Source: an optimization exercise on an open RTL-to-GDS flow (aim: small area). Production flows keep margins and buffers that such runs may drop.
Function was checked by simulation only, so behaviour that the tests miss may differ from the original.
Power is estimated from default activity; no workload was simulated.

### design.v
module UART_Register_Top(
    input               PCLK,
    input               PRESETn,
    output              irqreq,
    input       [31:0]  PADDR,
    input               PSEL,
    input               PENABLE,
    input               PWRITE,
    input       [31:0]  PWDATA,
    output              PREADY,
    output      [31:0]  PRDATA,
    output              PSLVERR,
    input               RxD,
    output              TxD
);
assign PREADY  = 1'b1;
assign PSLVERR = 1'b0;
wire       acc    = PSEL & PENABLE;
wire       a_lo   = (PADDR[7:3] == 5'd0);
wire       wr_acc = acc & PWRITE & a_lo;
wire       tx_push = wr_acc & (PADDR[2:0] == 3'd0);
wire       cr0_wr  = wr_acc & (PADDR[2:0] == 3'd3);
wire       cr1_wr  = wr_acc & (PADDR[2:0] == 3'd4);
wire       rxb_rd  = acc & ~PWRITE & a_lo & (PADDR[2:0] == 3'd1);
reg  [9:0] div;
wire       tick = (div == 10'd0);
always @(posedge PCLK or negedge PRESETn)
    if (~PRESETn)  div <= 10'd651;
    else if (tick) div <= 10'd650;
    else           div <= div - 10'd1;
reg  [127:0] mem;
reg  [4:0]   tidx;
wire         tx_empty = tidx[4];
wire         tx_full  = (tidx == 5'd15);
wire [7:0]   head     = mem[tidx[3:0]*8 +: 8];
wire         tx_done;
wire         tx_pop   = ((cr0_wr & PWDATA[0]) | tx_done) & ~tx_empty;
wire         tx_shift = tx_push & (~tx_full | tx_pop);
wire [7:0]   tx_din   = tx_full ? mem[127:120] : PWDATA[7:0];
always @(posedge PCLK)
    if (tx_shift) mem <= {mem[119:0], tx_din};
always @(posedge PCLK or negedge PRESETn)
    if (~PRESETn)                          tidx <= 5'h1f;
    else if (tx_push & ~tx_pop & ~tx_full) tidx <= tidx + 5'd1;
    else if (tx_pop & ~tx_push)            tidx <= tidx - 5'd1;
reg  [7:0] txbuf;
always @(posedge PCLK or negedge PRESETn)
    if (~PRESETn)    txbuf <= 8'd0;
    else if (tx_pop) txbuf <= head;
reg  [3:0] ts, tc;
assign     tx_done = (ts == 4'd1);
wire       t_wait  = (ts == 4'd2) | tx_done;
wire       t_run   = ts[3] | (ts == 4'd7) | (ts == 4'd0);
always @(posedge PCLK or negedge PRESETn)
    if (~PRESETn)            begin ts <= 4'd2; tc <= 4'd0; end
    else if (t_wait)         ts <= tx_pop ? 4'd7 : 4'd2;
    else if (t_run & tick)   {ts, tc} <= {ts, tc} + 8'd1;
assign TxD = ts[3] ? txbuf[ts[2:0]] : (ts != 4'd7);
reg  [3:0] rs, rc;
wire       r_done = (rs == 4'd1);
wire       r_run  = rs[3] | (rs == 4'd7) | (rs == 4'd0);
always @(posedge PCLK or negedge PRESETn)
    if (~PRESETn)                       begin rs <= 4'd2; rc <= 4'd0; end
    else if (r_run) begin
        if (tick)                       {rs, rc} <= {rs, rc} + 8'd1;
    end
    else if (rs == 4'd3) begin
        if (~RxD)                       rs <= 4'd7;
    end
    else if (r_done | tick)             rs <= rs + 4'd1;
reg        s0, s1;
reg  [7:0] rdata;
wire       rbit = s1 & (RxD | s0);
always @(posedge PCLK) begin
    if (tick & (rc == 4'd7)) s0 <= RxD;
    if (tick & (rc == 4'd8)) s1 <= RxD;
    if (tick & (rc == 4'd9) & rs[3]) rdata <= {rbit, rdata[7:1]};
end
reg  [7:0] rxbuf;
reg        stopb;
always @(posedge PCLK or negedge PRESETn)
    if (~PRESETn)    begin rxbuf <= 8'd0; stopb <= 1'b0; end
    else if (r_done) begin rxbuf <= rdata; stopb <= RxD; end
assign irqreq = r_done;
reg  [7:0] cr0;
reg  [4:0] cr1;
always @(posedge PCLK or negedge PRESETn)
    if (~PRESETn)    cr0 <= 8'd0;
    else if (cr0_wr) cr0 <= PWDATA[7:0];
always @(posedge PCLK or negedge PRESETn)
    if (~PRESETn)    cr1 <= 5'd0;
    else if (cr1_wr) cr1 <= PWDATA[4:0];
reg  [4:0] rcnt;
wire       rx_full  = rcnt[4];
wire       rx_empty = (rcnt == 5'd0);
reg        st0, st1, st3, st4;
wire       rx_wr = st0 & cr0[1];
always @(posedge PCLK or negedge PRESETn)
    if (~PRESETn)                           rcnt <= 5'd0;
    else if (rx_wr & ~rxb_rd & ~rx_full)    rcnt <= rcnt + 5'd1;
    else if (rxb_rd & ~rx_wr & ~rx_empty)   rcnt <= rcnt - 5'd1;
always @(posedge PCLK or negedge PRESETn)
    if (~PRESETn) begin
        st0 <= 1'b0; st1 <= 1'b0; st3 <= 1'b0; st4 <= 1'b0;
    end else begin
        st0 <= r_done;
        st1 <= tx_empty;
        st3 <= r_done & ~stopb;
        st4 <= rx_full & cr0_wr & PWDATA[1];
    end
reg  [7:0] rd8;
always @(*)
    case (PADDR[7:0])
        8'h00:   rd8 = txbuf;
        8'h01:   rd8 = rxbuf;
        8'h03:   rd8 = cr0;
        8'h04:   rd8 = {3'd0, cr1};
        8'h05:   rd8 = {3'd0, st4, st3, st1, st1, st0};
        default: rd8 = 8'd0;
    endcase
assign PRDATA = {24'd0, rd8};
endmodule
### constraint.sdc
create_clock -name core_clock -period 10.0 [get_ports {PCLK}]
set_input_delay 2.0000 -clock core_clock [delete_from_list [all_inputs] [get_ports {PCLK}]]
set_output_delay 2.0000 -clock core_clock [all_outputs]
set_load 0.01 [all_outputs]
### run.sh
#!/bin/bash
# synth_recipe.tcl (not shown) runs the flow's synth.tcl, then flattens the netlist and writes it again
# the make line also repeats each setting of config.mk as NAME=value (left out here)
make -C /OpenROAD-flow-scripts/flow DESIGN_CONFIG=/design/flow/config.mk WORK_HOME=/design/flow/orfs CLKGATE_MAP_FILE= SYNTH_SCRIPT=/design/flow/synth_recipe.tcl finish
### config.mk
export PLATFORM = sky130hd
export DESIGN_NAME = UART_Register_Top
export DESIGN_NICKNAME = UART_Register_Top
export VERILOG_FILES = /design/flow/design.v
export SDC_FILE = /design/flow/constraint.sdc
export NUM_CORES = 4
export LEC_CHECK = 0
export CAP_MARGIN = 20
export CORE_MARGIN = 2
export CORE_UTILIZATION = 40
export SLEW_MARGIN = 20
==> run_results.csv, run 1 <==
group,metric,value,unit
clock_tree,clkLatencyLatePin,0.52,ns
synthesis,ys_types,59,
synthesis,synth_largest_area_cell,"edfxtp_1",
global_routing,grt_max_degree,81,
pwr,ir_drop,0.0000931,V
worst_setup_path,worstPathCellList,"clkdlybuf4s50_1 -> or4b_1 -> nor4_1 -> a222oi_1 -> inv_1 -> clkdlybuf4s50_1",
routing,first_pass_iters,4,
min_path,hold_path_class,"reg2reg",
sta,finalSetupViolCount,0,
clock_tree,cts_made_buffers,23,
worst_setup_path,crit_arrival,5.13,ns
routing,via_per_inst,5.32,
sta,period_needed,7.13,ns
routing,ant_nets,0,
routing,routedWlPerCell,18.4,µm
min_path,hp-start,"stopb$_DFFE_PN0P_",
routing,wl_met2,8290,µm
synthesis,yosysWarnings,1,
worst_setup_path,start_kind,"primary input",
layout,fin_nets,727,
routing,routed_wl,17300,µm
synthesis,yosys_register_bits,208,
global_routing,overflow,0,
layout,drive_gt1_frac,0.196,
sta,rsz0062_at_grt,"false",
worst_setup_path,path_common_cell,"clkdlybuf4s50_1",
synthesis,syn-instance-count,606,
worst_setup_path,path_class,"in2out",
place,globalplace.congestion,0.777,
clock_tree,h-tree-depth,1,
sta,drv_slew,0,
sta,fin_skew,0.0165,ns
global_routing,antenna_found_initial,0,
synthesis,synth_seq_area_share,0.640,
die,ios,106,
routing,drc_errors,0,
worst_setup_path,crit_required,8.00,ns
worst_setup_path,crit_path_end_kind,"output port",
worst_setup_path,worst-path-max-fanout,10,
synthesis,synth_area_per_cell,15.2,µm²
die,std_cell_rows,55,
clock_tree,clock_sinks,208,
routing,vias,5018,
run,cap_violations,0,
layout,syn2layout_area_growth,13.2,%
sta,setup_slack,2.87,ns
synthesis,synth_ff_type,"edfxtp_1",
pwr,power_density,171,mW/mm²
synthesis,syn_area,0.00923,mm²
worst_setup_path,cp_slowest_stage_delay,0.86,ns
clock_tree,root_buffer,"clkbuf_16",
clock_tree,cts.clk_slew.worst_paths,0.06,ns
synthesis,synth_area_leaders,"edfxtp_1, dfrtp_1, mux4_2",
clock_tree,post_cts_resized,0,
worst_setup_path,startpoint,"PADDR[0]",
synthesis,synth_top_area_frac,0.449,
worst_setup_path,cp_slowest_cell,"nor4_1",
place,io_buffers,31,
sta,hold_viol,0,
die,start_util,0.408,
die,die_area,0.0243,mm²
routing,route.met3.wl,732,µm
sta,worst_pin_slew,1.02,ns
pwr,p_leak,3.80,nW
routing,initialDrtViolationCount,330,
die,dieHeight,156,µm
die,core_area,0.0226,mm²
layout,diodes,0,
global_routing,grt_pass1_vias,5115,
worst_setup_path,reg2reg_from,"tidx[2]$_DFFE_PN1P_",
sta,fin_crit_sh,0.713,
routing,top_layer,"met4",
run_status,status,"finished clean",
layout,final_util,0.462,
synthesis,async_reset_ff_frac,0.337,
place,pre_cts_ws,2.81,ns
sta,max_freq,140,MHz
routing,met1_length,7990,µm
clock_tree,cts.path.max_buffers,3,
die,die_x,156,µm
place,dp_hpwl,11300,µm
global_routing,grt_pass1_wl,27800,µm
global_routing,grt.total_usage,0.145,
synthesis,synth_edf_count,138,
clock_tree,postCtsSetupBuffers,0,
clock_tree,hold_buffers,0,
clock_tree,tritoncts,"done",
sta,setup_tns,0,ns
sta,slew_headroom,0.315,
==> Yosys cell counts (3+ instances only) <==
| cell type | count |
|---|---|
| nor2_1 | 16 |
| nand2_1 | 66 |
| o221ai_1 | 3 |
| mux2_4 | 3 |
| xor2_1 | 6 |
| edfxtp_1 | 138 |
| nor2b_1 | 5 |
| mux2i_1 | 18 |
| xnor2_1 | 17 |
| mux2_2 | 31 |
| ha_1 | 14 |
| a21o_1 | 5 |
| dfstp_2 | 12 |
| nor3_1 | 9 |
| nand4_1 | 5 |
| or3_1 | 7 |
| clkbuf_1 | 12 |
| mux4_2 | 36 |
| and4_1 | 6 |
| dfrtp_1 | 58 |
| nand3_1 | 5 |
| a31oi_1 | 7 |
| nor4_1 | 4 |
| a21oi_1 | 10 |
| buf_1 | 3 |
| buf_2 | 8 |
| o21ai_0 | 23 |
| buf_4 | 26 |
| inv_1 | 12 |
==> per-stage QoR <==
step	instances	cell area, µm²	hold slack [ns]	total power [mW]
floorplan	630	9330	0.398	0.978
global placement	901	9730	0.408	0.995
detailed placement	901	9730	0.422	0.997
CTS	943	10500	0.432	1.82
global route	943	10500	0.448	1.86
finish	943	10500	0.426	1.79
==> critical path: cells and delay by family <==
kind	cells	cell delay, ns
and+or+nand+nor	2	1.44
buffers and inverters	3	1.42
AOI/OAI and AO/OA	1	0.27
==> per-layer routing <==
layer / up-vias / global-route usage
li1: 2321 / -
met1: 2576 / 0.206
met2: 92 / 0.233
met3: 29 / 0.0261
met4: 0 / 0.0323
met5: - / 0
==> path summary, 6_finish.rpt <==
check	to	slack (ns)	cells past startpoint
setup / recovery	PRDATA[6]	2.87	6
hold / removal	st3$_DFF_PN0_	0.43	1
setup reg to reg	mem[60]$_DFFE_PP_	6.57	4
hold reg to reg	st3$_DFF_PN0_	0.43	1
max in group asynchronous	cr1[4]$_DFFE_PN0P_	7.70	2
min in group asynchronous	rc[2]$_DFFE_PN0P_	1.70	2
==> registers in the layout (all words and copies together), names as in the netlist, 4 cells and up <==
signal	cells
cr0	8
cr1	5
div	10
mem	128
rc	4
rcnt	5
rdata	8
rs	4
rxbuf	8
tc	4
tidx	5
ts	4
txbuf	8
==> final cells by class <==
cell class | instances | area (µm²)
Clock buffer | 34 | 617
Sequential cell | 208 | 5910
Timing Repair Buffer | 36 | 343
Multi-Input combinational cell | 360 | 3080
Fill cell | 1975 | 12200
Tap cell | 285 | 357
Inverter | 12 | 45.0
Clock inverter | 8 | 103
==> kinds of logic (layout without fill, tap and decap cells) <==
| logic type | count (synthesis) | in the layout | synth area share |
|---|---|---|---|
| DFF | 208 | 208 | 0.640 |
| and+or+nand+nor | 145 | 145 | 0.0815 |
| muxes | 91 | 91 | 0.155 |
| buffers and inverters | 62 | 90 | 0.0377 |
| AOI/OAI and AO/OA | 59 | 59 | 0.0397 |
| xor gates and xnor gates | 23 | 23 | 0.0218 |
| adders and majority gates | 16 | 16 | 0.0233 |
| other | 2 | 26 | 0.000814 |
==> cells in the final DEF, fill, tap and decap left out, drive strengths merged, types with 2 or more instances in the layout <==
cell type	count
a21o	5
a21oi	10
a22o	2
a22oi	2
a31oi	8
and2	2
and3	2
and4	6
buf	6
bufinv	2
clkbuf	34
clkdlybuf4s50	30
clkinv	5
conb	26
dfrtp	58
dfstp	12
edfxtp	138
fa	2
ha	14
inv	13
mux2	36
mux2i	19
mux4	36
nand2	66
nand3	5
nand4	5
nor2	17
nor2b	5
nor3	10
nor4	5
nor4b	2
o21ai	23
o221ai	3
or2	2
or3	7
or4	3
or4b	4
xnor2	17
xor2	6
==> power by group <==
part           leakage (nW)  internal [mW]  switching (mW)
sequential             2.14          0.914         0.00663
combinational          1.31         0.0280          0.0296
clock                 0.349          0.482           0.332
==> run 2: changes to the inputs <==
--- a/design.v
+++ b/design.v
@@ -24,9 +24,10 @@
 wire       rxb_rd  = acc & ~PWRITE & a_lo & (PADDR[2:0] == 3'd1);
 reg  [9:0] div;
-wire       tick = (div == 10'd0);
+wire       tick = div[9] & ~div[8] & ~div[7] & ~div[6] & div[5] & div[4] &
+                  ~div[3] & div[0];
 always @(posedge PCLK or negedge PRESETn)
-    if (~PRESETn)  div <= 10'd651;
-    else if (tick) div <= 10'd650;
-    else           div <= div - 10'd1;
+    if (~PRESETn) div <= 10'd627;
+    else          div <= {div[8], div[7], div[6] | tick, div[5:0],
+                          div[9] ^ div[2]};
 reg  [127:0] mem;
 reg  [4:0]   tidx;
@@ -61,12 +62,12 @@
 wire       r_run  = rs[3] | (rs == 4'd7) | (rs == 4'd0);
 always @(posedge PCLK or negedge PRESETn)
-    if (~PRESETn)                       begin rs <= 4'd2; rc <= 4'd0; end
+    if (~PRESETn)                       begin rs <= 4'd3; rc <= 4'd0; end
     else if (r_run) begin
         if (tick)                       {rs, rc} <= {rs, rc} + 8'd1;
     end
-    else if (rs == 4'd3) begin
+    else if (rs == 4'd4) begin
         if (~RxD)                       rs <= 4'd7;
     end
-    else if (r_done | tick)             rs <= rs + 4'd1;
+    else if ((rs != 4'd3) | tick)       rs <= rs + 4'd1;
 reg        s0, s1;
 reg  [7:0] rdata;
@@ -94,5 +95,6 @@
 wire       rx_full  = rcnt[4];
 wire       rx_empty = (rcnt == 5'd0);
-reg        st0, st1, st3, st4;
+wire       st0 = (rs == 4'd2);
+reg        st1, st3, st4;
 wire       rx_wr = st0 & cr0[1];
 always @(posedge PCLK or negedge PRESETn)
@@ -102,7 +104,6 @@
 always @(posedge PCLK or negedge PRESETn)
     if (~PRESETn) begin
-        st0 <= 1'b0; st1 <= 1'b0; st3 <= 1'b0; st4 <= 1'b0;
+        st1 <= 1'b0; st3 <= 1'b0; st4 <= 1'b0;
     end else begin
-        st0 <= r_done;
         st1 <= tx_empty;
         st3 <= r_done & ~stopb;
--- a/config.mk
+++ b/config.mk
@@ -8,4 +8,7 @@
 export CAP_MARGIN = 20
 export CORE_MARGIN = 2
-export CORE_UTILIZATION = 40
+export CORE_UTILIZATION = 60
+export CTS_BUF_LIST = sky130_fd_sc_hd__clkbuf_8
+export CTS_CLUSTER_DIAMETER = 60
+export CTS_CLUSTER_SIZE = 20
 export SLEW_MARGIN = 20
==> run 2 against run 1 <==
Maximum frequency grew 7.6%; still clean on timing, DRC and antenna; critical path type unchanged; sequential power shrank 0.8%; power shrank 22%; area after synthesis shrank 2.0%; clock power shrank 48%; cell count shrank 20%; via count shrank 8.3%; wire length shrank 8.5%; largest cell class unchanged; synthesized cell count shrank 12%; critical path depth is the same; worst hold slack lost 0.059 ns.
==> run_results.csv, run 2 <==
group,metric,value,unit
place,placed_area,0.00941,mm²
synthesis,synth_edf_count,138,
worst_setup_path,crit_path_end_kind,"output port",
sta,fin_hold_ws,0.367,ns
run,cap_violations,0,
synthesis,syn_area,0.00904,mm²
die,die_x,127,µm
die,ios,106,
global_routing,grt.busiest_layer,"met2",
layout,regMostFlops,"mem",
layout,final_common_cell,"edfxtp_1",
synthesis,synth_largest_area_cell,"edfxtp_1",
clock_tree,cts.path.max_buffers,3,
sta,worst_pin_slew,0.950,ns
routing,ant_nets,0,
synthesis,synth_top_family_by_area,"multiplexers",
routing,drc_errors,0,
layout,drive_gt1_frac,0.243,
die,std_cell_rows,44,
layout,largest_register_ffs,128,
clock_tree,tritoncts,"done",
global_routing,grt_pass1_wl,25800,µm
place,globalplace.congestion,0.786,
worst_setup_path,start_kind,"primary input",
clock_tree,clkLatencyLatePin,0.52,ns
global_routing,use_met2,0.326,
die,dieHeight,127,µm
synthesis,synth_area_per_cell,17.0,µm²
layout,reg_top3,"mem (128), div (10)",
sta,finalSetupViolCount,0,
global_routing,grt.total_usage,0.204,
sta,max_freq,151,MHz
worst_setup_path,path_class,"in2out",
global_routing,overflow,0,
synthesis,yosysWarnings,1,
sta,setup_slack,3.38,ns
layout,final_util,0.661,
layout,mostFrequentLayoutCells,"edfxtp_1, dfrtp_1, mux2_2, mux4_2, clkdlybuf4s50_1",
clock_tree,h-tree-depth,1,
synthesis,syn-instance-count,531,
sta,drv_slew,0,
clock_tree,root_buffer,"clkbuf_8",
worst_setup_path,worstPathCellList,"clkdlybuf4s50_1 -> or4b_1 -> nor2_1 -> a22oi_1 -> o21ai_0 -> clkdlybuf4s50_1",
layout,stdcell_count,755,
die,die_area,0.0161,mm²
worst_setup_path,cp_slowest_stage_delay,0.77,ns
routing,initialDrtViolationCount,371,
routing,routed_wl,15900,µm
worst_setup_path,crit_required,8.00,ns
synthesis,synth_area_leaders,"edfxtp_1, dfrtp_1, mux4_2",
synthesis,synth_top_area_frac,0.458,
synthesis,synthTopCellsByCount,"edfxtp_1, dfrtp_1, mux2_2, mux4_2, buf_4",
clock_tree,postCtsSetupBuffers,0,
worst_setup_path,path_common_cell,"clkdlybuf4s50_1",
global_routing,antenna_found_initial,0,
sta,setup_tns,0,ns
synthesis,async_reset_ff_frac,0.333,
clock_tree,clock_sinks,207,
routing,routedWlPerCell,21.0,µm
routing,via_per_inst,6.10,
place,dp_hpwl,10300,µm
min_path,hp-start,"div[0]$_DFF_PN1_",
pwr,power_density,144,mW/mm²
global_routing,grt_pass1_vias,4787,
worst_setup_path,startpoint,"PADDR[0]",
synthesis,synth_seq_area_share,0.651,
clock_tree,hold_buffers,0,
routing,first_pass_iters,4,
pwr,design_power_total,1.39,mW
synthesis,synth_xor_area_frac,0.0184,
synthesis,synth_ff_type,"edfxtp_1",
sta,fin_skew,0.0340,ns
layout,fin_nets,648,
sta,rsz0062_at_grt,"false",
pwr,ir_drop,0.000132,V
sta,fin_crit_sh,0.662,
synthesis,synth_compound_area_frac,0.0407,
pwr,p_leak,3.57,nW
worst_setup_path,reg2reg_from,"tidx[2]$_DFFE_PN1P_",
clock_tree,cts_made_buffers,15,
global_routing,grt_max_degree,81,
min_path,hold_path_class,"reg2reg",
layout,diodes,0,
sta,period_needed,6.62,ns
worst_setup_path,crit_arrival,4.62,ns
place,pre_cts_ws,3.38,ns
synthesis,ys_types,61,
synthesis,yosys_register_bits,207,
layout,syn2layout_area_growth,7.08,%
layout,fin_area,0.00968,mm²
global_routing,met3_usage,0.0363,
global_routing,met1_usage,0.303,
synthesis,synth-simple-area-share,0.0594,
worst_setup_path,cp_slowest_cell,"clkdlybuf4s50_1",
run_status,status,"finished clean",
place,io_buffers,31,
clock_tree,cts.clk_slew.worst_paths,0.11,ns
clock_tree,post_cts_resized,0,
synthesis,synthAdderAreaFrac,0.0238,
sta,hold_viol,0,
synthesis,muxShareOfSynthArea,0.170,
die,core_area,0.0146,mm²
die,start_util,0.618,
routing,vias,4602,
worst_setup_path,worst-path-max-fanout,12,
synthesis,synth.most_common_cell,"edfxtp_1",
place,dp_cells,729,
sta,slew_headroom,0.366,
## run 2: cell count changes after synthesis, sizes merged, moves of 11 or more
cell and delta:
nand2 -48, mux2i -13, o21ai -12, mux2 +11
## run 2: area by class of cell
cell class | count | area (µm²)
clock buffers | 16 | 220
clock inverters | 10 | 57.6
fillers | 1028 | 4960
inverters | 6 | 22.5
multi-input cells | 297 | 2930
flip-flops and latches | 207 | 5890
well taps | 184 | 230
repair buffers | 35 | 335
## run 2: kinds of logic (layout without fill, tap and decap cells)
| family | Yosys count | in the layout |
|---|---|---|
| other | 2 | 26 |
| buffers and inverters | 51 | 67 |
| XOR/XNOR | 19 | 19 |
| adder cells (fa/ha/maj) | 16 | 16 |
| multiplexers | 95 | 95 |
| flip-flops | 207 | 207 |
| AO/OA/AOI/OAI | 51 | 51 |
| AND/OR/NAND/NOR | 90 | 90 |
## run 2: routing by layer
layer,vias up,wire (µm)
li1,2074,-
met1,2390,7250
met2,120,7630
met3,18,725
met4,0,255
met5,-,0
## run 2: critical path, delay by kind of cell
| family | cells | cell delay, ns |
|---|---|---|
| buf+inv | 2 | 1.37 |
| simple gates | 2 | 0.97 |
| compound gates | 2 | 0.28 |
## run 2: path summary, 6_finish.rpt
path	slack, ns	endpoint	depth (start not counted)
worst max register to register	6.37	mem[2]$_DFFE_PP_	6
max in group asynchronous	7.73	div[2]$_DFF_PN0_	2
worst max-delay path	3.38	PRDATA[3]	6
worst min register to register	0.37	div[1]$_DFF_PN1_	0
min in group asynchronous	1.68	rs[3]$_DFFE_PN0P_	2
worst min-delay path	0.37	div[1]$_DFF_PN1_	0
## run 2: power by group
group	internal (mW)	leakage (nW)	total, mW	switching [mW]
Combinational	0.0272	1.29	0.0556	0.0284
Clock	0.156	0.159	0.424	0.268
Sequential	0.908	2.13	0.914	0.00576
Total	1.09	3.57	1.39	0.302
==> run 3: changes to the inputs <==
--- a/config.mk
+++ b/config.mk
@@ -9,6 +9,6 @@
 export CORE_MARGIN = 2
 export CORE_UTILIZATION = 60
-export CTS_BUF_LIST = sky130_fd_sc_hd__clkbuf_8
-export CTS_CLUSTER_DIAMETER = 60
-export CTS_CLUSTER_SIZE = 20
+export CTS_BUF_LIST = sky130_fd_sc_hd__clkbuf_16
+export CTS_CLUSTER_DIAMETER = 80
+export CTS_CLUSTER_SIZE = 35
 export SLEW_MARGIN = 20
==> run 3 against run 2 <==
Cell count is 1.2% lower; sequential share of layout area decreased by 0.41 points; largest power group unchanged; global-route usage shrank 0.27 points; final area rose by 0.68%.
==> run_results.csv, run 3 <==
group,metric,value,unit
run_status,status,"finished clean",
sta,drv_slew,0,
min_path,hold_path_class,"reg2reg",
global_routing,grt.total_usage,0.201,
synthesis,synth_largest_area_cell,"edfxtp_1",
clock_tree,cts.clk_slew.worst_paths,0.11,ns
sta,period_needed,6.63,ns
place,io_buffers,31,
worst_setup_path,path_common_cell,"clkdlybuf4s50_1",
clock_tree,cts.path.max_buffers,3,
worst_setup_path,cp_slowest_cell,"clkdlybuf4s50_1",
layout,fillers,1003,
synthesis,synth_seq_area_share,0.651,
layout,diodes,0,
sta,setup_tns,0,ns
layout,reg_top3,"mem (128), div (10)",
synthesis,synthTopCellsByCount,"edfxtp_1, dfrtp_1, mux2_2, mux4_2, buf_4",
worst_setup_path,crit_arrival,4.63,ns
pwr,design_power_total,1.47,mW
layout,mostFrequentLayoutCells,"edfxtp_1, dfrtp_1, mux2_2, mux4_2, clkdlybuf4s50_1",
clock_tree,hold_buffers,0,
min_path,hp-start,"div[4]$_DFF_PN1_",
synthesis,syn-instance-count,531,
global_routing,met1_usage,0.302,
global_routing,overflow,0,
layout,drive_gt1_frac,0.240,
global_routing,grt_pass1_wl,25600,µm
pwr,power_density,151,mW/mm²
routing,first_pass_iters,6,
layout,fin_nets,644,
die,dieHeight,127,µm
global_routing,antenna_found_initial,0,
synthesis,yosys_register_bits,207,
routing,routedWlPerCell,21.2,µm
sta,slew_headroom,0.355,
synthesis,synth_top_area_frac,0.458,
synthesis,syn_area,0.00904,mm²
worst_setup_path,start_kind,"primary input",
sta,fin_skew,0.0196,ns
clock_tree,postCtsSetupBuffers,0,
sta,max_freq,151,MHz
pwr,p_leak,3.59,nW
routing,initialDrtViolationCount,376,
die,die_area,0.0161,mm²
synthesis,synth_area_per_cell,17.0,µm²
global_routing,grt_pass1_vias,4739,
global_routing,use_met2,0.327,
die,start_util,0.618,
clock_tree,root_buffer,"clkbuf_16",
place,globalplace.congestion,0.786,
layout,largest_register_ffs,128,
global_routing,grt.busiest_layer,"met2",
worst_setup_path,reg2reg_from,"tidx[2]$_DFFE_PN1P_",
worst_setup_path,worst-path-max-fanout,12,
worst_setup_path,cp_slowest_stage_delay,0.78,ns
synthesis,synth.most_common_cell,"edfxtp_1",
global_routing,met3_usage,0.0291,
place,dp_hpwl,10300,µm
sta,finalSetupViolCount,0,
global_routing,grt_max_degree,81,
sta,rsz0062_at_grt,"false",
run,cap_violations,0,
sta,fin_crit_sh,0.663,
die,ios,106,
synthesis,ys_types,61,
routing,via_per_inst,6.14,
clock_tree,cts_made_buffers,11,
layout,regMostFlops,"mem",
sta,fin_hold_ws,0.372,ns
synthesis,async_reset_ff_frac,0.333,
worst_setup_path,crit_path_end_kind,"output port",
routing,ant_nets,0,
layout,syn2layout_area_growth,7.82,%
die,core_area,0.0146,mm²
layout,final_common_cell,"edfxtp_1",
clock_tree,clkLatencyLatePin,0.46,ns
synthesis,yosysWarnings,1,
routing,routed_wl,15800,µm
pwr,ir_drop,0.000147,V
worst_setup_path,worstPathCellList,"clkdlybuf4s50_1 -> or4b_1 -> nor2_1 -> a22oi_1 -> o21ai_0 -> clkdlybuf4s50_1",
synthesis,synth_edf_count,138,
sta,hold_viol,0,
clock_tree,post_cts_resized,0,
routing,drc_errors,0,
routing,vias,4582,
sta,worst_pin_slew,0.967,ns
worst_setup_path,crit_required,8.00,ns
worst_setup_path,path_class,"in2out",
clock_tree,h-tree-depth,1,
clock_tree,tritoncts,"done",
die,std_cell_rows,44,
synthesis,synth_area_leaders,"edfxtp_1, dfrtp_1, mux4_2",
synthesis,synth_ff_type,"edfxtp_1",
die,die_x,127,µm
worst_setup_path,startpoint,"PADDR[0]",
clock_tree,clock_sinks,207,
run 3: cells by family (layout without fill, tap and decap cells):
group                      count (synthesis)  in the layout  synth area share
DFF                                      207            207             0.651
xor gates and xnor gates                  19             19            0.0184
muxes                                     95             95             0.170
and+or+nand+nor                           90             90            0.0594
adders and majority gates                 16             16            0.0238
buffers and inverters                     51             58            0.0357
other                                      2             26          0.000830
AOI/OAI and AO/OA                         51             51            0.0407
run 3: path summary, 6_finish.rpt:
| path | endpoint | slack (ns) | depth (start not counted) |
|---|---|---|---|
| worst max-delay path | PRDATA[3] | 3.37 | 6 |
| worst min-delay path | div[5]$_DFF_PN1_ | 0.37 | 0 |
| worst max register to register | mem[43]$_DFFE_PP_ | 6.37 | 6 |
| worst min register to register | div[5]$_DFF_PN1_ | 0.37 | 0 |
| max in group asynchronous | cr1[1]$_DFFE_PN0P_ | 7.69 | 2 |
| min in group asynchronous | rs[3]$_DFFE_PN0P_ | 1.71 | 2 |
run 3: power breakdown:
part | switching [mW] | internal, mW
registers | 0.00573 | 0.908
clock network | 0.280 | 0.218
logic | 0.0285 | 0.0272
run 3: area by class of cell:
class	instances	area (µm²)	area share
clock inverter	6	68.8	0.00706
clock buffer	11	275	0.0282
sequential	207	5890	0.604
multi-input combinational	297	2930	0.301
timing repair buffer	35	335	0.0344
inverter	6	22.5	0.00231
tap	184	230	0.0236
run 3: worst max-delay path, delay by kind of cell:
kind	cells	cell delay (ns)
buf+inv	2	1.37
compound gates	2	0.28
simple gates	2	0.98
run 3: through the flow:
stage | setup WS, ns | instances | utilization | area [µm²]
3_5_place_dp | 3.38 | 729 | 0.642 | 9410
3_3_place_gp | 3.43 | 729 | 0.642 | 9410
5_1_grt | 3.25 | 746 | 0.666 | 9750
4_1_cts | 3.38 | 746 | 0.666 | 9750
2_1_floorplan | 1.19 | 555 | - | 9130
6_report | 3.37 | 746 | 0.666 | 9750
run 3: per-layer routing:
layer	vias up	wire, µm
li1	2070	-
met1	2399	7430
met2	98	7560
met3	15	616
met4	0	192
met5	-	0
==> run 4: changes to the inputs <==
==> flow/run.sh (new file) <==
#!/bin/bash
# Own layout flow: the standard flow (standard synthesis unchanged),
# with smaller port buffers and a clock tree of clkbuf_8 cells without
# dummy loads. make's full output goes to flow_make.log here; ORFS keeps
# each step's log under orfs/logs/.
set -euo pipefail
CTS="-sink_clustering_enable -repair_clock_nets -dont_use_dummy_load"
CTS="$CTS -buf_list sky130_fd_sc_hd__clkbuf_8"
CTS="$CTS -sink_clustering_size 20 -sink_clustering_max_diameter 60"
bash standard.sh \
    "BUFFER_PORTS_ARGS=-buffer_cell sky130_fd_sc_hd__buf_1" \
    "CTS_ARGS=$CTS" \
    finish > flow_make.log 2>&1
test -f out/final.def
==> standard.sh (new file) <==
#!/bin/bash
# synth_recipe.tcl (not shown) runs the flow's synth.tcl, then flattens the netlist and writes it again
# the make line also repeats each setting of config.mk as NAME=value (left out here)
make -C /OpenROAD-flow-scripts/flow DESIGN_CONFIG=/design/flow/config.mk WORK_HOME=/design/flow/orfs CLKGATE_MAP_FILE= SYNTH_SCRIPT=/design/flow/synth_recipe.tcl "${@:-finish}"
--- a/config.mk
+++ b/config.mk
@@ -9,6 +9,3 @@
 export CORE_MARGIN = 2
 export CORE_UTILIZATION = 60
-export CTS_BUF_LIST = sky130_fd_sc_hd__clkbuf_16
-export CTS_CLUSTER_DIAMETER = 80
-export CTS_CLUSTER_SIZE = 35
 export SLEW_MARGIN = 20
removed: run.sh
==> run 4 against run 3 <==
Area after synthesis is the same; first-iteration DRC count grew 13%; register-to-register slack barely moved; non-clock buffer count unchanged; global-route usage is essentially flat; sequential cell count unchanged; clock skew increased by 0.047 ns; combinational power decreased by about 10%; still clean on timing, DRC and antenna; critical path depth did not move; clock power down 22%; highest routed layer unchanged; sequential power is essentially flat.
==> run_results.csv, run 4 <==
group,metric,value,unit
run_status,status,"finished clean",
worst_setup_path,path_common_cell,"buf_1",
synthesis,yosys_register_bits,207,
worst_setup_path,worstPathCellList,"buf_1 -> or4b_1 -> nor2_1 -> a22oi_1 -> o21ai_0 -> buf_1",
routing,drc_errors,0,
sta,fin_crit_sh,0.586,
sta,finalSetupViolCount,0,
synthesis,yosysWarnings,1,
routing,routed_wl,15600,µm
routing,routedWlPerCell,21.0,µm
synthesis,synth_seq_area_share,0.651,
clock_tree,root_buffer,"clkbuf_8",
routing,first_pass_iters,4,
die,start_util,0.618,
pwr,power_density,144,mW/mm²
global_routing,antenna_found_initial,0,
synthesis,synthTopCellsByCount,"edfxtp_1, dfrtp_1, mux2_2, mux4_2, buf_4",
layout,syn2layout_area_growth,4.37,%
sta,fin_skew,0.0671,ns
routing,initialDrtViolationCount,425,
sta,worst_pin_slew,0.897,ns
die,die_x,127,µm
sta,hold_viol,0,
worst_setup_path,crit_required,8.00,ns
layout,reg_top3,"mem (128), div (10)",
pwr,design_power_total,1.35,mW
place,globalplace.congestion,0.828,
synthesis,syn-instance-count,531,
layout,fin_nets,649,
synthesis,synth_area_per_cell,17.0,µm²
global_routing,grt_pass1_wl,25400,µm
worst_setup_path,worst-path-max-fanout,12,
die,core_area,0.0146,mm²
place,dp_hpwl,10100,µm
pwr,p_leak,3.45,nW
layout,diodes,0,
synthesis,syn_area,0.00904,mm²
clock_tree,clock_sinks,207,
clock_tree,hold_buffers,0,
clock_tree,postCtsSetupBuffers,0,
synthesis,synth_largest_area_cell,"edfxtp_1",
sta,drv_slew,0,
global_routing,overflow,0,
pwr,ir_drop,0.000115,V
synthesis,synth_top_area_frac,0.458,
layout,mostFrequentLayoutCells,"edfxtp_1, dfrtp_1, mux2_2, mux4_2, buf_1",
clock_tree,h-tree-depth,1,
layout,largest_register_ffs,128,
clock_tree,cts_made_buffers,16,
clock_tree,clkLatencyLatePin,0.52,ns
layout,drive_gt1_frac,0.239,
clock_tree,tritoncts,"done",
die,dieHeight,127,µm
layout,final_common_cell,"edfxtp_1",
global_routing,grt.total_usage,0.201,
worst_setup_path,path_class,"in2out",
clock_tree,cts.path.max_buffers,3,
worst_setup_path,cp_slowest_stage_delay,0.57,ns
run,cap_violations,0,
synthesis,synth_ff_type,"edfxtp_1",
die,die_area,0.0161,mm²
routing,ant_nets,0,
layout,regMostFlops,"mem",
global_routing,grt_pass1_vias,4765,
worst_setup_path,crit_path_end_kind,"output port",
synthesis,ys_types,61,
synthesis,synth.most_common_cell,"edfxtp_1",
global_routing,grt_max_degree,70,
synthesis,synth_edf_count,138,
clock_tree,post_cts_resized,0,
die,std_cell_rows,44,
worst_setup_path,crit_arrival,3.86,ns
worst_setup_path,start_kind,"primary input",
synthesis,async_reset_ff_frac,0.333,
place,io_buffers,31,
routing,via_per_inst,6.12,
die,ios,106,
sta,rsz0062_at_grt,"false",
clock_tree,cts.clk_slew.worst_paths,0.10,ns
sta,setup_tns,0,ns
synthesis,synth_area_leaders,"edfxtp_1, dfrtp_1, mux4_2",
min_path,hold_path_class,"reg2reg",
routing,vias,4558,
sta,max_freq,171,MHz
worst_setup_path,cp_slowest_cell,"or4b_1",
sta,slew_headroom,0.402,
sta,period_needed,5.86,ns
[run 4: cell count changes in the layout (fill, tap and decap cells not counted), sizes merged]
| cell | before | now |
|---|---|---|
| clkbuf | 11 | 16 |
| buf | 5 | 35 |
| inv | 12 | 6 |
| clkdlybuf4s50 | 30 | 0 |
[run 4: stage by stage]
step                hold WS [ns]  utilization  instance area (µm²)  setup WS, ns  cells
floorplan                  0.348            -                 9130          1.19    555
global placement           0.355        0.630                 9220          4.17    729
detailed placement         0.358        0.630                 9220          4.17    729
CTS                        0.373        0.645                 9440          4.17    745
global route               0.379        0.645                 9440          4.02    745
finish                     0.372        0.645                 9440          4.14    745
[run 4: layout make-up]
type                            instances  area (µm²)
Multi-Input combinational cell        297        2930
Fill cell                            1048        5200
Tap cell                              184         230
Sequential cell                       207        5890
Clock buffer                           16         220
Timing Repair Buffer                   35         148
Inverter                                6        22.5
[run 4: where the power goes]
part | switching [mW] | total (mW) | leakage [nW] | internal, mW
logic | 0.0282 | 0.0501 | 1.21 | 0.0219
clock network | 0.246 | 0.390 | 0.115 | 0.145
registers | 0.00564 | 0.914 | 2.13 | 0.908
total | 0.280 | 1.35 | 3.45 | 1.08
[run 4: logic make-up after synthesis]
group / count (synthesis) / share of synthesized area
other cells: 2 / 0.000830
compound gates: 51 / 0.0407
fa+ha+maj: 16 / 0.0238
xor+xnor: 19 / 0.0184
simple gates: 90 / 0.0594
mux: 95 / 0.170
flops: 207 / 0.651
buf+inv: 51 / 0.0357
[run 4: path summary, 6_finish.rpt]
check,from,to,slack (ns),cells past startpoint
setup / recovery,PADDR[0],PRDATA[3],4.14,6
hold / removal,div[4]$_DFF_PN1_,div[5]$_DFF_PN1_,0.37,0
setup reg to reg,tidx[2]$_DFFE_PN1P_,mem[96]$_DFFE_PP_,6.38,6
hold reg to reg,div[4]$_DFF_PN1_,div[5]$_DFF_PN1_,0.37,0
max in group asynchronous,PRESETn,rcnt[1]$_DFFE_PN0P_,7.69,2
min in group asynchronous,PRESETn,txbuf[2]$_DFFE_PN0P_,1.68,2
[run 4: layer usage]
layer,global-route usage,share of wire
met1,0.304,0.47
met2,0.321,0.47
met3,0.0321,0.048
met4,0.0388,0.018
met5,0,0
[run 4: critical path: cells and delay by family]
family / cells / cell delay [ns]
compound gates: 2 / 0.26
buf+inv: 2 / 0.61
simple gates: 2 / 0.99
==> run 5: changes to the inputs <==
--- a/design.v
+++ b/design.v
@@ -93,13 +93,13 @@
     else if (cr1_wr) cr1 <= PWDATA[4:0];
 reg  [4:0] rcnt;
-wire       rx_full  = rcnt[4];
-wire       rx_empty = (rcnt == 5'd0);
+wire       rx_full  =  rcnt[4] & ~rcnt[2] &  rcnt[0];
+wire       rx_empty = ~rcnt[3] &  rcnt[1] & ~rcnt[0];
 wire       st0 = (rs == 4'd2);
 reg        st1, st3, st4;
 wire       rx_wr = st0 & cr0[1];
 always @(posedge PCLK or negedge PRESETn)
-    if (~PRESETn)                           rcnt <= 5'd0;
-    else if (rx_wr & ~rxb_rd & ~rx_full)    rcnt <= rcnt + 5'd1;
-    else if (rxb_rd & ~rx_wr & ~rx_empty)   rcnt <= rcnt - 5'd1;
+    if (~PRESETn)                           rcnt <= 5'd2;
+    else if (rx_wr & ~rxb_rd & ~rx_full)    rcnt <= {rcnt[3:0], rcnt[4] ^ rcnt[0]};
+    else if (rxb_rd & ~rx_wr & ~rx_empty)   rcnt <= {rcnt[0] ^ rcnt[1], rcnt[4:1]};
 always @(posedge PCLK or negedge PRESETn)
     if (~PRESETn) begin
--- a/flow/run.sh
+++ b/flow/run.sh
@@ -11,4 +11,5 @@
     "BUFFER_PORTS_ARGS=-buffer_cell sky130_fd_sc_hd__buf_1" \
     "CTS_ARGS=$CTS" \
+    SKIP_REPAIR_TIE_FANOUT=1 \
     finish > flow_make.log 2>&1
 test -f out/final.def
==> run 5 against run 4 <==
Highest routed layer unchanged; final area is 1.3% lower; largest power group unchanged; via count is 4.0% lower; cell count is 5.4% lower; critical path type unchanged; largest cell class unchanged; clock-buffer cell count stayed put; area after synthesis is 0.39% lower; first-iteration DRC count is 12% lower; maximum frequency is 3.1% higher.
==> run_results.csv, run 5 <==
group,metric,value,unit
routing,top_layer,"met4",
sta,setup_slack,4.31,ns
sta,drv_slew,0,
pwr,power_density,143,mW/mm²
clock_tree,hold_buffers,0,
worst_setup_path,crit_arrival,3.69,ns
die,dieHeight,127,µm
pwr,ir_drop,0.000116,V
synthesis,syn_area,0.00901,mm²
routing,drc_errors,0,
sta,hold_viol,0,
layout,mostFrequentLayoutCells,"edfxtp_1, dfrtp_1, mux2_2, mux4_2, buf_1",
synthesis,synth_top_family_by_area,"multiplexers",
worst_setup_path,crit_path_end_kind,"output port",
routing,initialDrtViolationCount,372,
global_routing,grt_max_degree,91,
die,core_area,0.0146,mm²
worst_setup_path,cp_slowest_cell,"buf_1",
worst_setup_path,path_common_cell,"buf_1",
synthesis,synth.most_common_cell,"edfxtp_1",
synthesis,synth-simple-area-share,0.0526,
layout,largest_register_ffs,128,
place,io_buffers,31,
synthesis,async_reset_ff_frac,0.333,
sta,rsz0062_at_grt,"false",
synthesis,synth_edf_count,138,
layout,drive_gt1_frac,0.225,
global_routing,grt.total_usage,0.200,
synthesis,synth_largest_area_cell,"edfxtp_1",
layout,diodes,0,
routing,met1_length,7240,µm
place,dp_hpwl,10200,µm
layout,reg_top3,"mem (128), div (10)",
worst_setup_path,cp_slowest_stage_delay,0.54,ns
routing,ant_nets,0,
layout,final_common_cell,"edfxtp_1",
sta,max_freq,176,MHz
layout,regMostFlops,"mem",
synthesis,ys_types,60,
clock_tree,cts.clk_slew.worst_paths,0.10,ns
global_routing,antenna_found_initial,0,
routing,via_per_inst,6.21,
global_routing,grt_pass1_wl,25200,µm
global_routing,overflow,0,
synthesis,syn-instance-count,515,
clock_tree,postCtsSetupBuffers,0,
sta,setup_tns,0,ns
synthesis,synth_area_leaders,"edfxtp_1, dfrtp_1, mux4_2",
sta,worst_pin_slew,0.866,ns
sta,fin_crit_sh,0.569,
routing,routed_wl,15500,µm
run_status,status,"finished clean",
die,ios,106,
worst_setup_path,start_kind,"primary input",
run,cap_violations,0,
sta,finalSetupViolCount,0,
clock_tree,post_cts_resized,0,
global_routing,grt_pass1_vias,4553,
min_path,hold_path_class,"reg2reg",
place,pre_cts_ws,4.29,ns
sta,fin_skew,0.0417,ns
synthesis,synth_top_area_frac,0.460,
pwr,p_leak,3.42,nW
routing,first_pass_iters,5,
die,start_util,0.617,
clock_tree,cts_made_buffers,16,
routing,route.met3.wl,706,µm
synthesis,muxShareOfSynthArea,0.183,
synthesis,yosys_register_bits,207,
clock_tree,root_buffer,"clkbuf_8",
synthesis,synth_seq_area_share,0.654,
clock_tree,cts.path.max_buffers,3,
place,globalplace.congestion,0.814,
clock_tree,tritoncts,"done",
clock_tree,clkLatencyLatePin,0.51,ns
layout,syn2layout_area_growth,3.37,%
sta,slew_headroom,0.423,
worst_setup_path,worst-path-max-fanout,11,
synthesis,synth_area_per_cell,17.5,µm²
worst_setup_path,crit_required,8.00,ns
synthesis,synth_ff_type,"edfxtp_1",
synthesis,synth_compound_area_frac,0.0344,
layout,fin_nets,605,
worst_setup_path,path_class,"in2out",
clock_tree,clock_sinks,207,
worst_setup_path,worstPathCellList,"buf_1 -> nor4b_2 -> and2_1 -> a22o_1 -> buf_1",
routing,routedWlPerCell,22.0,µm
synthesis,synthTopCellsByCount,"edfxtp_1, dfrtp_1, mux2_2, mux4_2, buf_4",
die,die_x,127,µm
synthesis,yosysWarnings,1,
synthesis,synth_xor_area_frac,0.0175,
sta,period_needed,5.69,ns
clock_tree,h-tree-depth,1,
die,die_area,0.0160,mm²
synthesis,synthAdderAreaFrac,0.0175,
die,std_cell_rows,44,
routing,wl_met2,7280,µm
routing,vias,4375,
## run 5: cell types whose count changed after synthesis, moves of 4 or more
cell	previous run	this run
nand3_1	11	4
mux4_2	42	31
nand2_1	17	21
mux2_2	47	41
mux4_1	0	16
a22oi_1	5	1
buf_2	6	2
inv_1	6	10
## run 5: metrics by stage
stage          utilization  hold WS, ns  area [µm²]  instances  total power, mW
4_1_cts              0.638        0.372        9310        705             1.35
3_5_place_dp         0.623        0.361        9090        689            0.961
6_report             0.638        0.373        9310        705             1.33
5_1_grt              0.638        0.378        9310        705             1.39
2_1_floorplan            -        0.346        9020        515            0.954
3_3_place_gp         0.623        0.353        9090        689            0.960
## run 5: area by class of cell
type | instances | area, µm²
inverter | 10 | 37.5
clock buffer | 16 | 220
multi-input combinational | 252 | 2780
sequential | 207 | 5890
tap | 184 | 230
timing repair buffer | 36 | 159
fill | 1053 | 5280
## run 5: report_power, final
group          total [mW]  leakage (nW)  switching, mW  internal, mW
Combinational      0.0336          1.18         0.0216        0.0120
Sequential          0.908          2.13        0.00113         0.907
Clock               0.393         0.115          0.248         0.145
Total                1.33          3.42          0.271          1.06
## run 5: cells by family after synthesis
kind of cell / count (synthesis)
compound gates: 43
xor+xnor: 18
fa+ha+maj: 12
buf+inv: 56
flops: 207
mux: 95
other cells: 2
simple gates: 82
## run 5: final timing paths
check	start	to	slack [ns]	depth (start not counted)
setup / recovery	PADDR[0]	PRDATA[5]	4.31	5
hold / removal	div[5]$_DFF_PN1_	div[6]$_DFF_PN1_	0.37	0
setup reg to reg	tidx[2]$_DFFE_PN1P_	tidx[4]$_DFFE_PN1P_	6.49	9
hold reg to reg	div[5]$_DFF_PN1_	div[6]$_DFF_PN1_	0.37	0
max in group asynchronous	PRESETn	rxbuf[1]$_DFFE_PN0P_	7.71	2
min in group asynchronous	PRESETn	rs[2]$_DFFE_PN0P_	1.68	2
## run 5: layer usage
metal	up-vias	track usage
li1	1978	-
met2	93	0.308
met3	23	0.0363
met1	2281	0.304
met5	-	0
met4	0	0.0465
## run 5: critical path: cells and delay by family
family                 cells  cell delay, ns
AOI/OAI and AO/OA          1            0.23
buffers and inverters      2            0.71
and+or+nand+nor            2            0.75
==> run 6: changes to the inputs <==
--- a/flow/run.sh
+++ b/flow/run.sh
@@ -6,6 +6,6 @@
 set -euo pipefail
 CTS="-sink_clustering_enable -repair_clock_nets -dont_use_dummy_load"
-CTS="$CTS -buf_list sky130_fd_sc_hd__clkbuf_8"
-CTS="$CTS -sink_clustering_size 20 -sink_clustering_max_diameter 60"
+CTS="$CTS -buf_list sky130_fd_sc_hd__clkbuf_16"
+CTS="$CTS -sink_clustering_size 40 -sink_clustering_max_diameter 80"
 bash standard.sh \
     "BUFFER_PORTS_ARGS=-buffer_cell sky130_fd_sc_hd__buf_1" \
==> run 6 against run 5 <==
Still clean on timing, DRC and antenna; via count decreased by 0.66%; sequential cell count unchanged; critical path depth unchanged; utilization increased by 0.38 points; area after synthesis unchanged; final area increased by 0.59%; wire length decreased by 0.90%; combinational power about the same; cell count decreased by 0.71%; synthesized cell count unchanged; maximum frequency decreased by 0.29%; sequential share of layout area decreased by 0.37 points.
==> run_results.csv, run 6 <==
group,metric,value,unit
run_status,status,"finished clean",
routing,first_pass_iters,4,
place,io_buffers,31,
clock_tree,tritoncts,"done",
sta,fin_skew,0.0367,ns
synthesis,ys_types,60,
synthesis,synth_seq_area_share,0.654,
global_routing,antenna_found_initial,0,
worst_setup_path,worst-path-max-fanout,11,
synthesis,synth_ff_type,"edfxtp_1",
sta,setup_tns,0,ns
synthesis,yosysWarnings,1,
clock_tree,cts_made_buffers,11,
sta,finalSetupViolCount,0,
synthesis,synth_top_area_frac,0.460,
synthesis,synthTopCellsByCount,"edfxtp_1, dfrtp_1, mux2_2, mux4_2, buf_4",
die,die_x,127,µm
layout,regMostFlops,"mem",
worst_setup_path,crit_path_end_kind,"output port",
die,start_util,0.617,
global_routing,grt.total_usage,0.196,
worst_setup_path,start_kind,"primary input",
synthesis,synth_largest_area_cell,"edfxtp_1",
worst_setup_path,path_class,"in2out",
routing,via_per_inst,6.21,
synthesis,synth_area_leaders,"edfxtp_1, dfrtp_1, mux4_2",
worst_setup_path,reg2reg_from,"tidx[2]$_DFFE_PN1P_",
sta,fin_crit_sh,0.571,
sta,rsz0062_at_grt,"false",
die,std_cell_rows,44,
die,die_area,0.0160,mm²
place,dp_hpwl,10200,µm
worst_setup_path,crit_arrival,3.71,ns
global_routing,overflow,0,
clock_tree,cts.clk_slew.worst_paths,0.10,ns
min_path,hp-start,"div[0]$_DFF_PN1_",
place,globalplace.congestion,0.814,
pwr,ir_drop,0.000148,V
synthesis,syn_area,0.00901,mm²
layout,mostFrequentLayoutCells,"edfxtp_1, dfrtp_1, mux2_2, mux4_2, buf_1",
clock_tree,root_buffer,"clkbuf_16",
pwr,power_density,147,mW/mm²
global_routing,grt_pass1_vias,4550,
global_routing,use_met2,0.306,
layout,diodes,0,
worst_setup_path,r2r_cells,9,
global_routing,met1_usage,0.300,
clock_tree,clkLatencyLatePin,0.46,ns
worst_setup_path,startpoint,"PADDR[0]",
pwr,design_power_total,1.38,mW
clock_tree,h-tree-depth,1,
global_routing,met3_usage,0.0287,
routing,ant_nets,0,
sta,hold_viol,0,
sta,period_needed,5.71,ns
clock_tree,post_cts_resized,0,
synthesis,synth_edf_count,138,
global_routing,grt.busiest_layer,"met2",
pwr,p_leak,3.44,nW
synthesis,synth.most_common_cell,"edfxtp_1",
layout,final_common_cell,"edfxtp_1",
global_routing,grt_max_degree,91,
die,dieHeight,127,µm
sta,max_freq,175,MHz
clock_tree,hold_buffers,0,
routing,initialDrtViolationCount,335,
sta,worst_pin_slew,0.876,ns
worst_setup_path,crit_required,8.00,ns
layout,syn2layout_area_growth,3.99,%
layout,drive_gt1_frac,0.217,
clock_tree,cts.path.max_buffers,3,
min_path,hold_path_class,"reg2reg",
routing,routed_wl,15400,µm
layout,largest_register_ffs,128,
synthesis,yosys_register_bits,207,
min_path,min_path_cells,0,
routing,vias,4346,
sta,slew_headroom,0.416,
die,ios,106,
routing,routedWlPerCell,21.9,µm
layout,fin_nets,600,
routing,drc_errors,0,
synthesis,synth_area_per_cell,17.5,µm²
sta,drv_slew,0,
clock_tree,postCtsSetupBuffers,0,
die,core_area,0.0146,mm²
layout,reg_top3,"mem (128), div (10)",
clock_tree,clock_sinks,207,
synthesis,syn-instance-count,515,
global_routing,grt_pass1_wl,25000,µm
run,cap_violations,0,
synthesis,async_reset_ff_frac,0.333,
## run 6: cell counts after synthesis
No cell type changed its count.
## run 6: logic make-up (layout without fill, tap and decap cells)
group / Yosys count / count (layout) / share of synthesized area
muxes: 95 / 95 / 0.183
adders and majority gates: 12 / 12 / 0.0175
xor gates and xnor gates: 18 / 18 / 0.0175
buffers and inverters: 56 / 57 / 0.0401
and+or+nand+nor: 82 / 82 / 0.0526
other: 2 / 2 / 0.000834
DFF: 207 / 207 / 0.654
AOI/OAI and AO/OA: 43 / 43 / 0.0344
## run 6: routing by layer
layer	routed length (µm)	part of all wire
met1	7260	0.47
met2	7170	0.47
met3	583	0.038
met4	336	0.022
met5	0	0
## run 6: final cells by class
| cell class | instances | area, µm² |
|---|---|---|
| inverters | 10 | 37.5 |
| flip-flops and latches | 207 | 5890 |
| multi-input cells | 252 | 2780 |
| clock buffers | 11 | 275 |
| fillers | 1044 | 5220 |
| well taps | 184 | 230 |
| repair buffers | 36 | 159 |
## run 6: worst paths after layout
kind	slack [ns]	to
max	4.29	PRDATA[5]
max reg2reg	6.49	tidx[4]$_DFFE_PN1P_
min in group asynchronous	1.72	rs[2]$_DFFE_PN0P_
min reg2reg	0.38	div[1]$_DFF_PN1_
min	0.38	div[1]$_DFF_PN1_
max in group asynchronous	7.66	ts[0]$_DFFE_PN0P_
## run 6: stage by stage
step	utilization	area (µm²)	hold WS, ns	instances	setup slack (ns)
6_report	0.642	9370	0.375	700	4.29
2_1_floorplan	-	9020	0.346	515	3.05
4_1_cts	0.642	9360	0.373	700	4.29
5_1_grt	0.642	9370	0.383	700	4.07
3_3_place_gp	0.623	9090	0.353	689	4.32
3_5_place_dp	0.623	9090	0.361	689	4.29
## run 6: power breakdown
part	switching (mW)	leakage (nW)	internal (mW)	total [mW]
Clock	0.241	0.136	0.198	0.439
Sequential	0.00113	2.13	0.907	0.908
Combinational	0.0217	1.18	0.0121	0.0337
Total	0.264	3.44	1.12	1.38
## run 6: worst max-delay path, cell delays in order
cell	delay (ns)
buf_1	0.54
nor4b_2	0.35
and2_1	0.40
a22o_1	0.23
buf_1	0.17
==> run 7: changes to the inputs <==
--- a/flow/run.sh
+++ b/flow/run.sh
@@ -6,6 +6,6 @@
 set -euo pipefail
 CTS="-sink_clustering_enable -repair_clock_nets -dont_use_dummy_load"
-CTS="$CTS -buf_list sky130_fd_sc_hd__clkbuf_16"
-CTS="$CTS -sink_clustering_size 40 -sink_clustering_max_diameter 80"
+CTS="$CTS -buf_list sky130_fd_sc_hd__clkbuf_4"
+CTS="$CTS -sink_clustering_size 10 -sink_clustering_max_diameter 50"
 bash standard.sh \
     "BUFFER_PORTS_ARGS=-buffer_cell sky130_fd_sc_hd__buf_1" \
==> run 7 against run 6 <==
Still clean on timing, DRC and antenna; maximum frequency up 0.35%; cell count up 2.0%; wire length up 1.3%; critical path type unchanged.
==> run_results.csv, run 7 <==
group,metric,value,unit
worst_setup_path,r2r_cells,9,
worst_setup_path,worst-path-max-fanout,11,
sta,hold_viol,0,
pwr,switchingPower,272,µW
die,ios,106,
clock_tree,h-tree-depth,1,
worst_setup_path,path_class,"in2out",
pwr,power_frac_clock,0.279,
pwr,p_int,1.03,mW
global_routing,grt_pass1_wl,25600,µm
synthesis,synth_top_area_frac,0.460,
layout,reg_top3,"mem (128), div (10)",
synthesis,synth_seq_area_share,0.654,
routing,drc_errors,0,
worst_setup_path,crit_required,8.00,ns
die,core_area,0.0146,mm²
worst_setup_path,crit_arrival,3.69,ns
layout,syn2layout_area_growth,3.01,%
synthesis,ys_types,60,
worst_setup_path,reg2reg_slack,6.57,ns
clock_tree,cts.path.max_buffers,3,
min_path,hold_path_class,"reg2reg",
global_routing,met3_usage,0.0384,
layout,mostFrequentLayoutCells,"edfxtp_1, dfrtp_1, mux2_2, mux4_2, buf_1",
global_routing,overflow,0,
worst_setup_path,reg2reg_to,"tidx[4]$_DFFE_PN1P_",
synthesis,synth.most_common_cell,"edfxtp_1",
die,std_cell_rows,44,
layout,regMostFlops,"mem",
sta,setup_tns,0,ns
layout,largest_register_ffs,128,
pwr,combPwrFrac,0.026,
global_routing,grt_max_degree,91,
pwr,p_leak,3.42,nW
global_routing,met1_usage,0.311,
place,dp_hpwl,10200,µm
pwr,ir_drop,0.000107,V
clock_tree,cts_made_buffers,25,
global_routing,use_met2,0.308,
global_routing,antenna_found_initial,0,
sta,drv_slew,0,
sta,period_needed,5.69,ns
synthesis,synth_area_per_cell,17.5,µm²
synthesis,async_reset_ff_frac,0.333,
clock_tree,postCtsSetupBuffers,0,
worst_setup_path,reg2reg_from,"tidx[2]$_DFFE_PN1P_",
synthesis,synthTopCellsByCount,"edfxtp_1, dfrtp_1, mux2_2, mux4_2, buf_4",
clock_tree,root_buffer,"clkbuf_4",
sta,fin_crit_sh,0.569,
global_routing,grt.total_usage,0.202,
routing,via_per_inst,6.18,
synthesis,synth_ff_type,"edfxtp_1",
place,globalplace.congestion,0.814,
min_path,hp-start,"div[0]$_DFF_PN1_",
sta,slew_headroom,0.422,
routing,ant_nets,0,
synthesis,synth_area_leaders,"edfxtp_1, dfrtp_1, mux4_2",
die,die_area,0.0160,mm²
min_path,whs_endpoint,"div[1]$_DFF_PN1_",
pwr,swShare,0.208,
clock_tree,clkLatencyLatePin,0.65,ns
synthesis,syn_area,0.00901,mm²
layout,diodes,0,
layout,fin_nets,614,
die,die_x,127,µm
clock_tree,clock_sinks,207,
clock_tree,hold_buffers,0,
worst_setup_path,crit_path_end_kind,"output port",
routing,routed_wl,15600,µm
synthesis,synth_largest_area_cell,"edfxtp_1",
run,cap_violations,0,
die,dieHeight,127,µm
clock_tree,cts.clk_slew.worst_paths,0.11,ns
global_routing,grt.busiest_layer,"met1",
layout,drive_gt1_frac,0.238,
worst_setup_path,start_kind,"primary input",
sta,worst_pin_slew,0.867,ns
routing,vias,4412,
global_routing,grt_pass1_vias,4630,
sta,fin_skew,0.0751,ns
clock_tree,post_cts_resized,0,
sta,max_freq,176,MHz
synthesis,synth_edf_count,138,
die,start_util,0.617,
layout,fillers,1050,
min_path,min_path_cells,0,
synthesis,yosys_register_bits,207,
routing,initialDrtViolationCount,359,
pwr,design_power_total,1.31,mW
synthesis,syn-instance-count,515,
pwr,power_density,141,mW/mm²
pwr,sequentialPowerShare,0.695,
synthesis,yosysWarnings,1,
run_status,status,"finished clean",
layout,final_common_cell,"edfxtp_1",
sta,fin_hold_ws,0.312,ns
place,io_buffers,31,
routing,routedWlPerCell,21.8,µm
sta,finalSetupViolCount,0,
clock_tree,tritoncts,"done",
sta,rsz0062_at_grt,"false",
routing,first_pass_iters,4,
-- run 7: changes by cell type in the layout (fill, tap and decap cells not counted) --
cell / delta
clkbuf_4: +25
clkbuf_16: -11
-- run 7: per-layer routing --
layer	part of all wire	vias to the layer above
met5	0	-
met4	0.017	0
met3	0.051	22
met2	0.47	97
met1	0.46	2283
li1	-	2010
-- run 7: worst max-delay path, stage by stage --
cell and delay (ns):
buf_1 0.53, nor4b_2 0.35, and2_1 0.41, a22o_1 0.23, buf_1 0.17
-- run 7: final cells by class --
class	instances	area (µm²)	share of cell area
multi-input combinational	252	2780	0.299
inverter	10	37.5	0.00404
tap	184	230	0.0248
sequential	207	5890	0.635
timing repair buffer	36	159	0.0171
clock buffer	25	188	0.0202
-- run 7: cells by family after synthesis --
family	share of synthesized area
fa+ha+maj	0.0175
xor+xnor	0.0175
compound gates	0.0344
simple gates	0.0526
other cells	0.000834
mux	0.183
buf+inv	0.0401
flops	0.654
-- run 7: power by group through the flow --
stage                     Clock [mW]  Sequential [mW]  Combinational, mW
after detailed placement           0            0.927             0.0342
after global routing           0.416            0.909             0.0377
after floorplan                    0            0.926             0.0281
after CTS                      0.385            0.908             0.0344
final                          0.364            0.908             0.0336
after global placement             0            0.926             0.0336
-- run 7: worst max path at each step --
| stage | slack [ns] | cells past startpoint | endpoint | start |
|---|---|---|---|---|
| after floorplan | 3.05 | 5 | mem[0]$_DFFE_PP_ | PADDR[1] |
| after global placement | 4.32 | 5 | PRDATA[5] | PADDR[0] |
| after detailed placement | 4.29 | 5 | PRDATA[2] | PADDR[0] |
| after CTS | 4.29 | 5 | PRDATA[2] | PADDR[0] |
| after global routing | 4.07 | 6 | PRDATA[6] | PADDR[0] |
| final | 4.31 | 5 | PRDATA[5] | PADDR[0] |
-- run 7: through the flow --
step,instance area (µm²),worst slack (ns),instances,utilization
finish,9280,4.31,714,0.636
global route,9280,4.07,714,0.636
CTS,9280,4.29,714,0.636
detailed placement,9090,4.29,689,0.623
global placement,9090,4.32,689,0.623
floorplan,9020,3.05,515,-
==> run 8: changes to the inputs <==
--- a/design.v
+++ b/design.v
@@ -22,5 +22,4 @@
 wire       cr0_wr  = wr_acc & (PADDR[2:0] == 3'd3);
 wire       cr1_wr  = wr_acc & (PADDR[2:0] == 3'd4);
-wire       rxb_rd  = acc & ~PWRITE & a_lo & (PADDR[2:0] == 3'd1);
 reg  [9:0] div;
 wire       tick = div[9] & ~div[8] & ~div[7] & ~div[6] & div[5] & div[4] &
@@ -92,21 +91,12 @@
     if (~PRESETn)    cr1 <= 5'd0;
     else if (cr1_wr) cr1 <= PWDATA[4:0];
-reg  [4:0] rcnt;
-wire       rx_full  =  rcnt[4] & ~rcnt[2] &  rcnt[0];
-wire       rx_empty = ~rcnt[3] &  rcnt[1] & ~rcnt[0];
 wire       st0 = (rs == 4'd2);
-reg        st1, st3, st4;
-wire       rx_wr = st0 & cr0[1];
-always @(posedge PCLK or negedge PRESETn)
-    if (~PRESETn)                           rcnt <= 5'd2;
-    else if (rx_wr & ~rxb_rd & ~rx_full)    rcnt <= {rcnt[3:0], rcnt[4] ^ rcnt[0]};
-    else if (rxb_rd & ~rx_wr & ~rx_empty)   rcnt <= {rcnt[0] ^ rcnt[1], rcnt[4:1]};
+reg        st1, st3;
 always @(posedge PCLK or negedge PRESETn)
     if (~PRESETn) begin
-        st1 <= 1'b0; st3 <= 1'b0; st4 <= 1'b0;
+        st1 <= 1'b0; st3 <= 1'b0;
     end else begin
         st1 <= tx_empty;
         st3 <= r_done & ~stopb;
-        st4 <= rx_full & cr0_wr & PWDATA[1];
     end
 reg  [7:0] rd8;
@@ -117,5 +107,5 @@
         8'h03:   rd8 = cr0;
         8'h04:   rd8 = {3'd0, cr1};
-        8'h05:   rd8 = {3'd0, st4, st3, st1, st1, st0};
+        8'h05:   rd8 = {4'd0, st3, st1, st1, st0};
         default: rd8 = 8'd0;
     endcase
--- a/config.mk
+++ b/config.mk
@@ -8,4 +8,4 @@
 export CAP_MARGIN = 20
 export CORE_MARGIN = 2
-export CORE_UTILIZATION = 60
+export CORE_UTILIZATION = 75
 export SLEW_MARGIN = 20
==> run 8 against run 7 <==
Still clean on timing, DRC and antenna; power is 3.4% lower; sequential power is 2.6% lower; cell count decreased by 6.2%; non-clock buffer count is 1 higher; critical path depth increased by 1; global-route usage rose by 4.3 points; final area is 4.2% lower; clock-buffer cell count down 1; via count is 0.82% lower; sequential cell count shrank 6; area after synthesis shrank 4.0%.
==> run_results.csv, run 8 <==
group,metric,value,unit
run_status,status,"finished clean",
sta,max_freq,167,MHz
layout,diodes,0,
clock_tree,postCtsSetupBuffers,0,
synthesis,yosysWarnings,1,
global_routing,antenna_found_initial,0,
layout,final_common_cell,"edfxtp_1",
synthesis,syn_area,0.00865,mm²
global_routing,grt_pass1_vias,4535,
layout,drive_gt1_frac,0.226,
sta,rsz0062_at_grt,"false",
worst_setup_path,crit_required,8.00,ns
routing,drc_errors,0,
synthesis,synth.most_common_cell,"edfxtp_1",
die,die_area,0.0124,mm²
die,std_cell_rows,39,
global_routing,grt_pass1_wl,23800,µm
clock_tree,cts_made_buffers,24,
place,io_buffers,31,
place,globalplace.congestion,0.838,
synthesis,synth_top_area_frac,0.479,
synthesis,synthTopCellsByCount,"edfxtp_1, dfrtp_1, nand2_1, mux4_2, buf_4",
routing,ant_nets,0,
clock_tree,root_buffer,"clkbuf_4",
layout,syn2layout_area_growth,2.81,%
pwr,power_density,142,mW/mm²
synthesis,syn-instance-count,511,
pwr,p_leak,3.34,nW
routing,vias,4376,
clock_tree,clkLatencyLatePin,0.61,ns
layout,stdcell_count,670,
die,start_util,0.764,
global_routing,grt_max_degree,90,
routing,routedWlPerCell,21.9,µm
layout,fillers,641,
pwr,ir_drop,0.000165,V
die,core_area,0.0113,mm²
layout,largest_register_ffs,128,
clock_tree,hold_buffers,0,
run,cap_violations,0,
synthesis,ys_types,58,
worst_setup_path,path_class,"in2out",
sta,hold_viol,0,
routing,first_pass_iters,5,
sta,fin_crit_sh,0.597,
die,die_x,111,µm
synthesis,synth_area_per_cell,16.9,µm²
clock_tree,post_cts_resized,0,
layout,mostFrequentLayoutCells,"edfxtp_1, dfrtp_1, nand2_1, mux4_2, buf_1",
[run 8: cell types whose count changed in the layout (fill, tap and decap cells not counted), sizes merged, moves of 3 or more]
cell / previous run / this run
nor3: 2 / 6
dfrtp: 54 / 49
nand4: 5 / 2
a22o: 7 / 1
a22oi: 1 / 4
nor4: 2 / 5
o21ai: 11 / 5
mux2i: 7 / 10
mux2: 41 / 32
a32oi: 0 / 4
o22ai: 0 / 4
nand3b: 4 / 1
mux4: 47 / 42
nand2: 21 / 45
[run 8: layer usage]
layer,share of wire,vias up,track usage
met2,0.48,157,0.378
met1,0.44,2229,0.379
met5,0,-,0
li1,-,1961,-
met3,0.058,29,0.0392
met4,0.024,0,0.0716
[run 8: through the flow]
step	utilization	worst slack, ns	power, mW	instance area, µm²	hold slack, ns
6_report	0.785	4.03	1.26	8890	0.371
5_1_grt	0.785	3.81	1.31	8890	0.375
4_1_cts	0.783	4.04	1.28	8860	0.371
3_5_place_dp	0.767	4.04	0.934	8680	0.355
3_3_place_gp	0.767	4.06	0.934	8680	0.354
2_1_floorplan	-	2.32	0.928	8650	0.348
[run 8: critical path: stages]
cell	delay [ns]
buf_1	0.08
nor4_2	0.48
nand3b_1	0.25
nor3_1	0.71
a221o_1	0.29
buf_1	0.16
[run 8: worst paths after layout]
path / start / endpoint / slack [ns] / cells after the start
min in group asynchronous: PRESETn / cr1[2]$_DFFE_PN0P_ / 1.55 / 2
setup reg to reg: tidx[2]$_DFFE_PN1P_ / tidx[4]$_DFFE_PN1P_ / 6.55 / 9
max in group asynchronous: PRESETn / rxbuf[5]$_DFFE_PN0P_ / 7.89 / 2
hold / removal: div[5]$_DFF_PN1_ / div[6]$_DFF_PN1_ / 0.37 / 0
hold reg to reg: div[5]$_DFF_PN1_ / div[6]$_DFF_PN1_ / 0.37 / 0
setup / recovery: PADDR[5] / PRDATA[4] / 4.03 / 6
[run 8: logic make-up after synthesis]
kind of cell | share of synthesized area
other | 0.000869
and+or+nand+nor | 0.0593
AOI/OAI and AO/OA | 0.0347
DFF | 0.664
muxes | 0.165
xor gates and xnor gates | 0.0172
buffers and inverters | 0.0407
adders and majority gates | 0.0182
[run 8: power by group]
| group | total (mW) | switching, mW | internal [mW] |
|---|---|---|---|
| sequential | 0.884 | 0.00100 | 0.883 |
| clock | 0.346 | 0.235 | 0.111 |
| combinational | 0.0319 | 0.0215 | 0.0104 |
[run 8: cell type report]
cell class	count	area [µm²]	share of cell area
Inverter	10	37.5	0.00422
Sequential cell	201	5740	0.645
Timing Repair Buffer	37	183	0.0205
Tap cell	143	179	0.0201
Multi-Input combinational cell	255	2570	0.289
Clock buffer	24	180	0.0203

Check on run 8: ideal ports give 4.029 ns setup slack; a clkbuf_16 on the clock port and buf_2 on the inputs give 4.006 ns; moving port delays by the midpoint clock arrival (0.615 ns) as well gives 4.006 ns.
